Background: an optimization exercise with open tools, aiming at small area and a short achievable clock period. Do not read the settings as production practice.
At most, simulation tests tie the RTL to the original design; equivalence was not proved.

==> run F <==
==> flow/design.v <==
module neuron(
    input  logic clk,
    input  logic rst_n,
    input  logic signed [7:0] x,
    input  logic signed [7:0] w,
    input  logic signed [7:0] bias,
    output logic signed [17:0] y
);
  logic [7:0] x1;
  logic [3:0] bone, btwo, bneg;
  wire [8:0] we = {w, 1'b0};
  logic [3:0] one_d, two_d, neg_d;
  always_comb begin
    for (int i = 0; i < 4; i++) begin
      one_d[i] = we[2*i+1] ^ we[2*i];
      two_d[i] = (we[2*i+2] & ~we[2*i+1] & ~we[2*i]) | (~we[2*i+2] & we[2*i+1] & we[2*i]);
      neg_d[i] = we[2*i+2] & ~(we[2*i+1] & we[2*i]);
    end
  end
  always_ff @(posedge clk or negedge rst_n) begin
    if (!rst_n) begin
      x1 <= 8'd0; bone <= 4'd0; btwo <= 4'd0; bneg <= 4'd0;
    end else begin
      x1 <= x; bone <= one_d; btwo <= two_d; bneg <= neg_d;
    end
  end
  wire sel0_0 = (bone[0] & x1[0]);
  wire sel0_1 = (bone[0] & x1[1]) | (btwo[0] & x1[0]);
  wire sel0_2 = (bone[0] & x1[2]) | (btwo[0] & x1[1]);
  wire sel0_3 = (bone[0] & x1[3]) | (btwo[0] & x1[2]);
  wire sel0_4 = (bone[0] & x1[4]) | (btwo[0] & x1[3]);
  wire sel0_5 = (bone[0] & x1[5]) | (btwo[0] & x1[4]);
  wire sel0_6 = (bone[0] & x1[6]) | (btwo[0] & x1[5]);
  wire sel0_7 = (bone[0] & x1[7]) | (btwo[0] & x1[6]);
  wire sel0_8 = (bone[0] & x1[7]) | (btwo[0] & x1[7]);
  wire pp0_0 = sel0_0 ^ bneg[0];
  wire pp0_1 = sel0_1 ^ bneg[0];
  wire pp0_2 = sel0_2 ^ bneg[0];
  wire pp0_3 = sel0_3 ^ bneg[0];
  wire pp0_4 = sel0_4 ^ bneg[0];
  wire pp0_5 = sel0_5 ^ bneg[0];
  wire pp0_6 = sel0_6 ^ bneg[0];
  wire pp0_7 = sel0_7 ^ bneg[0];
  wire ps0_s = sel0_8 ^ bneg[0];
  wire sel1_0 = (bone[1] & x1[0]);
  wire sel1_1 = (bone[1] & x1[1]) | (btwo[1] & x1[0]);
  wire sel1_2 = (bone[1] & x1[2]) | (btwo[1] & x1[1]);
  wire sel1_3 = (bone[1] & x1[3]) | (btwo[1] & x1[2]);
  wire sel1_4 = (bone[1] & x1[4]) | (btwo[1] & x1[3]);
  wire sel1_5 = (bone[1] & x1[5]) | (btwo[1] & x1[4]);
  wire sel1_6 = (bone[1] & x1[6]) | (btwo[1] & x1[5]);
  wire sel1_7 = (bone[1] & x1[7]) | (btwo[1] & x1[6]);
  wire sel1_8 = (bone[1] & x1[7]) | (btwo[1] & x1[7]);
  wire pp1_0 = sel1_0 ^ bneg[1];
  wire pp1_1 = sel1_1 ^ bneg[1];
  wire pp1_2 = sel1_2 ^ bneg[1];
  wire pp1_3 = sel1_3 ^ bneg[1];
  wire pp1_4 = sel1_4 ^ bneg[1];
  wire pp1_5 = sel1_5 ^ bneg[1];
  wire pp1_6 = sel1_6 ^ bneg[1];
  wire pp1_7 = sel1_7 ^ bneg[1];
  wire ps1_s = sel1_8 ^ bneg[1];
  wire sel2_0 = (bone[2] & x1[0]);
  wire sel2_1 = (bone[2] & x1[1]) | (btwo[2] & x1[0]);
  wire sel2_2 = (bone[2] & x1[2]) | (btwo[2] & x1[1]);
  wire sel2_3 = (bone[2] & x1[3]) | (btwo[2] & x1[2]);
  wire sel2_4 = (bone[2] & x1[4]) | (btwo[2] & x1[3]);
  wire sel2_5 = (bone[2] & x1[5]) | (btwo[2] & x1[4]);
  wire sel2_6 = (bone[2] & x1[6]) | (btwo[2] & x1[5]);
  wire sel2_7 = (bone[2] & x1[7]) | (btwo[2] & x1[6]);
  wire sel2_8 = (bone[2] & x1[7]) | (btwo[2] & x1[7]);
  wire pp2_0 = sel2_0 ^ bneg[2];
  wire pp2_1 = sel2_1 ^ bneg[2];
  wire pp2_2 = sel2_2 ^ bneg[2];
  wire pp2_3 = sel2_3 ^ bneg[2];
  wire pp2_4 = sel2_4 ^ bneg[2];
  wire pp2_5 = sel2_5 ^ bneg[2];
  wire pp2_6 = sel2_6 ^ bneg[2];
  wire pp2_7 = sel2_7 ^ bneg[2];
  wire ps2_s = sel2_8 ^ bneg[2];
  wire sel3_0 = (bone[3] & x1[0]);
  wire sel3_1 = (bone[3] & x1[1]) | (btwo[3] & x1[0]);
  wire sel3_2 = (bone[3] & x1[2]) | (btwo[3] & x1[1]);
  wire sel3_3 = (bone[3] & x1[3]) | (btwo[3] & x1[2]);
  wire sel3_4 = (bone[3] & x1[4]) | (btwo[3] & x1[3]);
  wire sel3_5 = (bone[3] & x1[5]) | (btwo[3] & x1[4]);
  wire sel3_6 = (bone[3] & x1[6]) | (btwo[3] & x1[5]);
  wire sel3_7 = (bone[3] & x1[7]) | (btwo[3] & x1[6]);
  wire sel3_8 = (bone[3] & x1[7]) | (btwo[3] & x1[7]);
  wire pp3_0 = sel3_0;
  wire pp3_1 = sel3_1 ^ (bneg[3] & (sel3_0));
  wire pp3_2 = sel3_2 ^ (bneg[3] & (sel3_0 | sel3_1));
  wire pp3_3 = sel3_3 ^ (bneg[3] & (sel3_0 | sel3_1 | sel3_2));
  wire pp3_4 = sel3_4 ^ (bneg[3] & (sel3_0 | sel3_1 | sel3_2 | sel3_3));
  wire pp3_5 = sel3_5 ^ (bneg[3] & (sel3_0 | sel3_1 | sel3_2 | sel3_3 | sel3_4));
  wire pp3_6 = sel3_6 ^ bneg[3];
  wire pp3_7 = sel3_7 ^ bneg[3];
  wire ps3_s = sel3_8 ^ bneg[3];
  wire neg3c = bneg[3] & ~(sel3_0 | sel3_1 | sel3_2 | sel3_3 | sel3_4 | sel3_5);
  wire hs0 = pp0_4 ^ pp1_2;
  wire hc0 = pp0_4 & pp1_2;
  wire hs1 = pp0_5 ^ pp1_3;
  wire hc1 = pp0_5 & pp1_3;
  wire fs2 = pp0_6 ^ pp1_4 ^ pp2_2;
  wire fc2 = (pp0_6 & pp1_4) | (pp0_6 & pp2_2) | (pp1_4 & pp2_2);
  wire fs3 = pp0_7 ^ pp1_5 ^ pp2_3;
  wire fc3 = (pp0_7 & pp1_5) | (pp0_7 & pp2_3) | (pp1_5 & pp2_3);
  wire fs4 = ps0_s ^ pp1_6 ^ pp2_4;
  wire fc4 = (ps0_s & pp1_6) | (ps0_s & pp2_4) | (pp1_6 & pp2_4);
  wire fs5 = ps0_s ^ pp1_7 ^ pp2_5;
  wire fc5 = (ps0_s & pp1_7) | (ps0_s & pp2_5) | (pp1_7 & pp2_5);
  wire fs6 = ~ps0_s ^ ~ps1_s ^ pp2_6;
  wire fc6 = (~ps0_s & ~ps1_s) | (~ps0_s & pp2_6) | (~ps1_s & pp2_6);
  wire hs7 = pp2_7 ^ 1'b1;
  wire hc7 = pp2_7 & 1'b1;
  wire hs8 = ~ps2_s ^ pp3_6;
  wire hc8 = ~ps2_s & pp3_6;
  wire hs9 = pp0_2 ^ pp1_0;
  wire hc9 = pp0_2 & pp1_0;
  wire hs10 = pp0_3 ^ pp1_1;
  wire hc10 = pp0_3 & pp1_1;
  wire fs11 = pp2_0 ^ bneg[2] ^ hs0;
  wire fc11 = (pp2_0 & bneg[2]) | (pp2_0 & hs0) | (bneg[2] & hs0);
  wire fs12 = pp2_1 ^ hs1 ^ hc0;
  wire fc12 = (pp2_1 & hs1) | (pp2_1 & hc0) | (hs1 & hc0);
  wire fs13 = pp3_0 ^ hc1 ^ fs2;
  wire fc13 = (pp3_0 & hc1) | (pp3_0 & fs2) | (hc1 & fs2);
  wire fs14 = pp3_1 ^ fs3 ^ fc2;
  wire fc14 = (pp3_1 & fs3) | (pp3_1 & fc2) | (fs3 & fc2);
  wire fs15 = pp3_2 ^ fs4 ^ fc3;
  wire fc15 = (pp3_2 & fs4) | (pp3_2 & fc3) | (fs4 & fc3);
  wire fs16 = pp3_3 ^ fs5 ^ fc4;
  wire fc16 = (pp3_3 & fs5) | (pp3_3 & fc4) | (fs5 & fc4);
  wire fs17 = pp3_4 ^ fs6 ^ fc5;
  wire fc17 = (pp3_4 & fs6) | (pp3_4 & fc5) | (fs6 & fc5);
  wire fs18 = pp3_5 ^ hs7 ^ fc6;
  wire fc18 = (pp3_5 & hs7) | (pp3_5 & fc6) | (hs7 & fc6);
  wire fs19 = neg3c ^ hs8 ^ hc7;
  wire fc19 = (neg3c & hs8) | (neg3c & hc7) | (hs8 & hc7);
  wire fs20 = pp3_7 ^ 1'b1 ^ hc8;
  wire fc20 = (pp3_7 & 1'b1) | (pp3_7 & hc8) | (1'b1 & hc8);
  logic [16:0] ps, pc;
  assign ps[15] = 1'b1;
  assign ps[16] = 1'b1;
  assign pc[1] = 1'b0;
  assign pc[15] = 1'b0;
  assign pc[16] = 1'b0;
  always_ff @(posedge clk) begin
    ps[0] <= pp0_0;
    ps[1] <= pp0_1;
    ps[2] <= bneg[1];
    ps[3] <= hs10;
    ps[4] <= fs11;
    ps[5] <= fs12;
    ps[6] <= fs13;
    ps[7] <= fs14;
    ps[8] <= fs15;
    ps[9] <= fs16;
    ps[10] <= fs17;
    ps[11] <= fs18;
    ps[12] <= fs19;
    ps[13] <= fs20;
    ps[14] <= ~ps3_s;
    pc[0] <= bneg[0];
    pc[2] <= hs9;
    pc[3] <= hc9;
    pc[4] <= hc10;
    pc[5] <= fc11;
    pc[6] <= fc12;
    pc[7] <= fc13;
    pc[8] <= fc14;
    pc[9] <= fc15;
    pc[10] <= fc16;
    pc[11] <= fc17;
    pc[12] <= fc18;
    pc[13] <= fc19;
    pc[14] <= fc20;
  end
  logic [16:0] acc;
  wire [16:0] cs_s = acc ^ ps ^ pc;
  wire [16:0] cs_c = (acc & ps) | (acc & pc) | (ps & pc);
  wire [16:0] acc_d = cs_s + {cs_c[15:0], 1'b0};
  always_ff @(posedge clk or negedge rst_n) begin
    if (!rst_n) acc <= 17'd0;
    else acc <= acc_d;
  end
  logic vld;
  always_ff @(posedge clk or negedge rst_n) begin
    if (!rst_n) vld <= 1'b0;
    else vld <= 1'b1;
  end
  logic [17:0] v;
  always_ff @(posedge clk) v <= {acc[16], acc} + {{10{bias[7]}}, bias};
  logic [16:0] r;
  wire keep = vld & ~v[17];
  always_ff @(posedge clk) r <= v[16:0] & {17{keep}};
  logic [16:0] r2, yr;
  always_ff @(posedge clk or negedge rst_n) begin
    if (!rst_n) begin r2 <= 17'd0; yr <= 17'd0; end
    else begin r2 <= r; yr <= r2; end
  end
  assign y = {1'b0, yr};
endmodule
==> flow/flow/run.sh <==
#!/bin/bash
# Standard ORFS layout, except that the port buffers are the smallest
# plain buffer (buffer_ports picks a slow delay cell by default).
# Each step's full output goes to a log file in the work folder.
set -euo pipefail
export BUFFER_PORTS_ARGS="-buffer_cell sky130_fd_sc_hd__buf_1"
bash standard.sh synth > synth.log 2>&1
bash standard.sh > layout.log 2>&1
==> flow/standard.sh <==
#!/bin/bash
# synth_recipe.tcl (not shown) runs the flow's synth.tcl, then flattens the netlist and writes it again
# the make line also repeats each setting of config.mk as NAME=value (left out here)
make -C /OpenROAD-flow-scripts/flow DESIGN_CONFIG=/design/flow/config.mk WORK_HOME=/design/flow/orfs CLKGATE_MAP_FILE= SYNTH_SCRIPT=/design/flow/synth_recipe.tcl "${@:-finish}"
==> flow/config.mk <==
export PLATFORM = sky130hd
export DESIGN_NAME = neuron
export DESIGN_NICKNAME = neuron
export VERILOG_FILES = /design/flow/design.v
export SDC_FILE = /design/flow/constraint.sdc
export NUM_CORES = 4
export LEC_CHECK = 0
export CAP_MARGIN = 20
export CORE_MARGIN = 2
export CORE_UTILIZATION = 40
export SETUP_SLACK_MARGIN = 3.4
export SLEW_MARGIN = 20
==> flow/constraint.sdc <==
create_clock -name core_clock -period 6.0 [get_ports {clk}]
set_input_delay 1.2000 -clock core_clock [delete_from_list [all_inputs] [get_ports {clk}]]
set_output_delay 1.2000 -clock core_clock [all_outputs]
set_load 0.01 [all_outputs]
==> run A (differences from run F) <==
--- a/flow/design.v
+++ b/flow/design.v
@@ -177,11 +177,19 @@
     pc[14] <= fc20;
   end
-  logic [16:0] acc;
+  logic [8:0] alo;
+  logic [16:9] ahi;
+  logic cy;
+  wire [16:0] acc = {ahi, alo};
   wire [16:0] cs_s = acc ^ ps ^ pc;
   wire [16:0] cs_c = (acc & ps) | (acc & pc) | (ps & pc);
-  wire [16:0] acc_d = cs_s + {cs_c[15:0], 1'b0};
-  always_ff @(posedge clk or negedge rst_n) begin
-    if (!rst_n) acc <= 17'd0;
-    else acc <= acc_d;
+  wire [9:0] lo_d = {1'b0, cs_s[8:0]} + {1'b0, cs_c[7:0], 1'b0};
+  wire [8:0] hi_w = {cs_s[16:9], 1'b1} + {cs_c[15:8], cy};
+  wire [7:0] hi_d = hi_w[8:1];
+  always_ff @(posedge clk or negedge rst_n) begin
+    if (!rst_n) begin
+      alo <= 9'd0; ahi <= 8'd0; cy <= 1'b0;
+    end else begin
+      alo <= lo_d[8:0]; ahi <= hi_d; cy <= lo_d[9];
+    end
   end
   logic vld;
@@ -190,13 +198,29 @@
     else vld <= 1'b1;
   end
-  logic [17:0] v;
-  always_ff @(posedge clk) v <= {acc[16], acc} + {{10{bias[7]}}, bias};
-  logic [16:0] r;
-  wire keep = vld & ~v[17];
-  always_ff @(posedge clk) r <= v[16:0] & {17{keep}};
-  logic [16:0] r2, yr;
-  always_ff @(posedge clk or negedge rst_n) begin
-    if (!rst_n) begin r2 <= 17'd0; yr <= 17'd0; end
-    else begin r2 <= r; yr <= r2; end
+  logic [8:0] vlo, vh;
+  logic vb7;
+  always_ff @(posedge clk) begin
+    vlo <= {1'b0, alo[7:0]} + {1'b0, bias};
+    vh  <= acc[16:8] + {7'd0, cy, 1'b0};              
+    vb7 <= bias[7];
+  end
+  wire [8:0] sh = vh;
+  wire c8 = vlo[8];
+  wire [9:0] vd = {{9{vb7 & ~c8}}, vb7 ^ c8};        
+  wire [9:0] vhi = {sh[8], sh} + vd;                 
+  logic [17:0] v5;
+  always_ff @(posedge clk) v5 <= {vhi, vlo[7:0]};
+  logic vld2;
+  always_ff @(posedge clk or negedge rst_n) begin
+    if (!rst_n) vld2 <= 1'b0;
+    else vld2 <= vld;
+  end
+  logic [16:0] r2;
+  wire keep = vld2 & ~v5[17];
+  always_ff @(posedge clk) r2 <= v5[16:0] & {17{keep}};
+  logic [16:0] yr;
+  always_ff @(posedge clk or negedge rst_n) begin
+    if (!rst_n) yr <= 17'd0;
+    else yr <= r2;
   end
   assign y = {1'b0, yr};
==> flow/flow/run.sh (replaced) <==
#!/bin/bash
# Standard ORFS layout, except that the port buffers are the smallest
# plain buffer (buffer_ports picks a slow delay cell by default) and the
# clock tree uses fewer, larger sink clusters and no dummy loads.
# Each step's full output goes to a log file in the work folder.
set -euo pipefail
export BUFFER_PORTS_ARGS="-buffer_cell sky130_fd_sc_hd__buf_1"
export CTS_ARGS="-sink_clustering_enable -repair_clock_nets -sink_clustering_size 30 -sink_clustering_max_diameter 200 -buf_list {sky130_fd_sc_hd__clkbuf_4 sky130_fd_sc_hd__clkbuf_8} -dont_use_dummy_load"
bash standard.sh synth > synth.log 2>&1
bash standard.sh > layout.log 2>&1
--- a/flow/config.mk
+++ b/flow/config.mk
@@ -6,7 +6,8 @@
 export NUM_CORES = 4
 export LEC_CHECK = 0
+export ABC_AREA = 1
 export CAP_MARGIN = 20
 export CORE_MARGIN = 2
 export CORE_UTILIZATION = 40
-export SETUP_SLACK_MARGIN = 3.4
+export SETUP_SLACK_MARGIN = 3.75
 export SLEW_MARGIN = 20
==> results.cfg <==
[cts]
cts_resized = 2

[critical_path]
worstPathCellList = inv_1 -> a21oi_2 -> xor2_2 -> buf_4 -> fa_1 -> inv_1 -> fa_1
cp-start-kind = register
slowest_stage = fa_1

[pwr]
fin_total_pwr_mw = 3.762
pg_seq_mw = 1.48

[hold_path]
holdPathEnd = yr[16]$_DFF_PN0_

[cells_and_area]
area_growth_pct = 10.35
layout_common_cells = inv_1 (103), dfxtp_1 (83), nand2_1 (81)

[detailed_routing]
dr_wl_met2_microns = 4668
drt_iter0_markers = 140

[run_status]
status = complete, no violations

[sta]
clock_skew_ns = 0.02218
slew_headroom_pct = 52.26

[place]
hpwl_microns = 7543

[global_route]
grt_max_degree = 58
-- figures above: run A

==> results.cfg <==
[sta]
slew_headroom_pct = 36.46

[detailed_routing]
dr_wl_met2_microns = 5270
highest_layer = met4

[place]
hpwl_microns = 8168

[critical_path]
cp-start-kind = input port

[pwr]
fin_total_pwr_mw = 4.625
pg_seq_mw = 1.41
p_int_mw = 2.850

[cells_and_area]
layout_common_cells = dfrtp_1 (72), dfxtp_1 (64), buf_1 (39)

[hold_path]
holdPathEnd = r2[5]$_DFF_PN0_

[global_route]
use_met1_pct = 15.47
grt_max_degree = 73

[cts]
cts_resized = 4

[run_status]
status = complete, no violations
-- figures above: run F

Function not checked in run F: the RTL went through the layout flow alone.

==> re-timing with driven ports <==
In the flow no input, the clock included, has a driving cell. The finished layouts below were timed again as built, in two steps. Step 1, drivers: a clkbuf_16 drives clk and a buf_2 each remaining input, both assumed. Step 2, shift: input delay + t, output delay - t, t = (earliest + latest rising clock arrival at the registers) / 2. This alone moves slack from input paths to output paths. Slacks: ideal / step 1 / step 2; pairs: ideal / step 1.
run | shift t [ns] | slack for setup (ns) | clock arrival spread, ns | worst register clock-pin slew, ns
run F | 0.452 | 3.494 / 3.505 / 3.053 | 0.007 / 0.008 | 0.06 / 0.06
run A | 0.448 | 3.860 / 3.847 / 3.643 | 0.036 / 0.036 | 0.08 / 0.08
After both steps every run listed still meets setup and hold. The setup slack of run F, which loses most, moves by +0.011 ns with the drivers and by -0.441 ns with both steps.
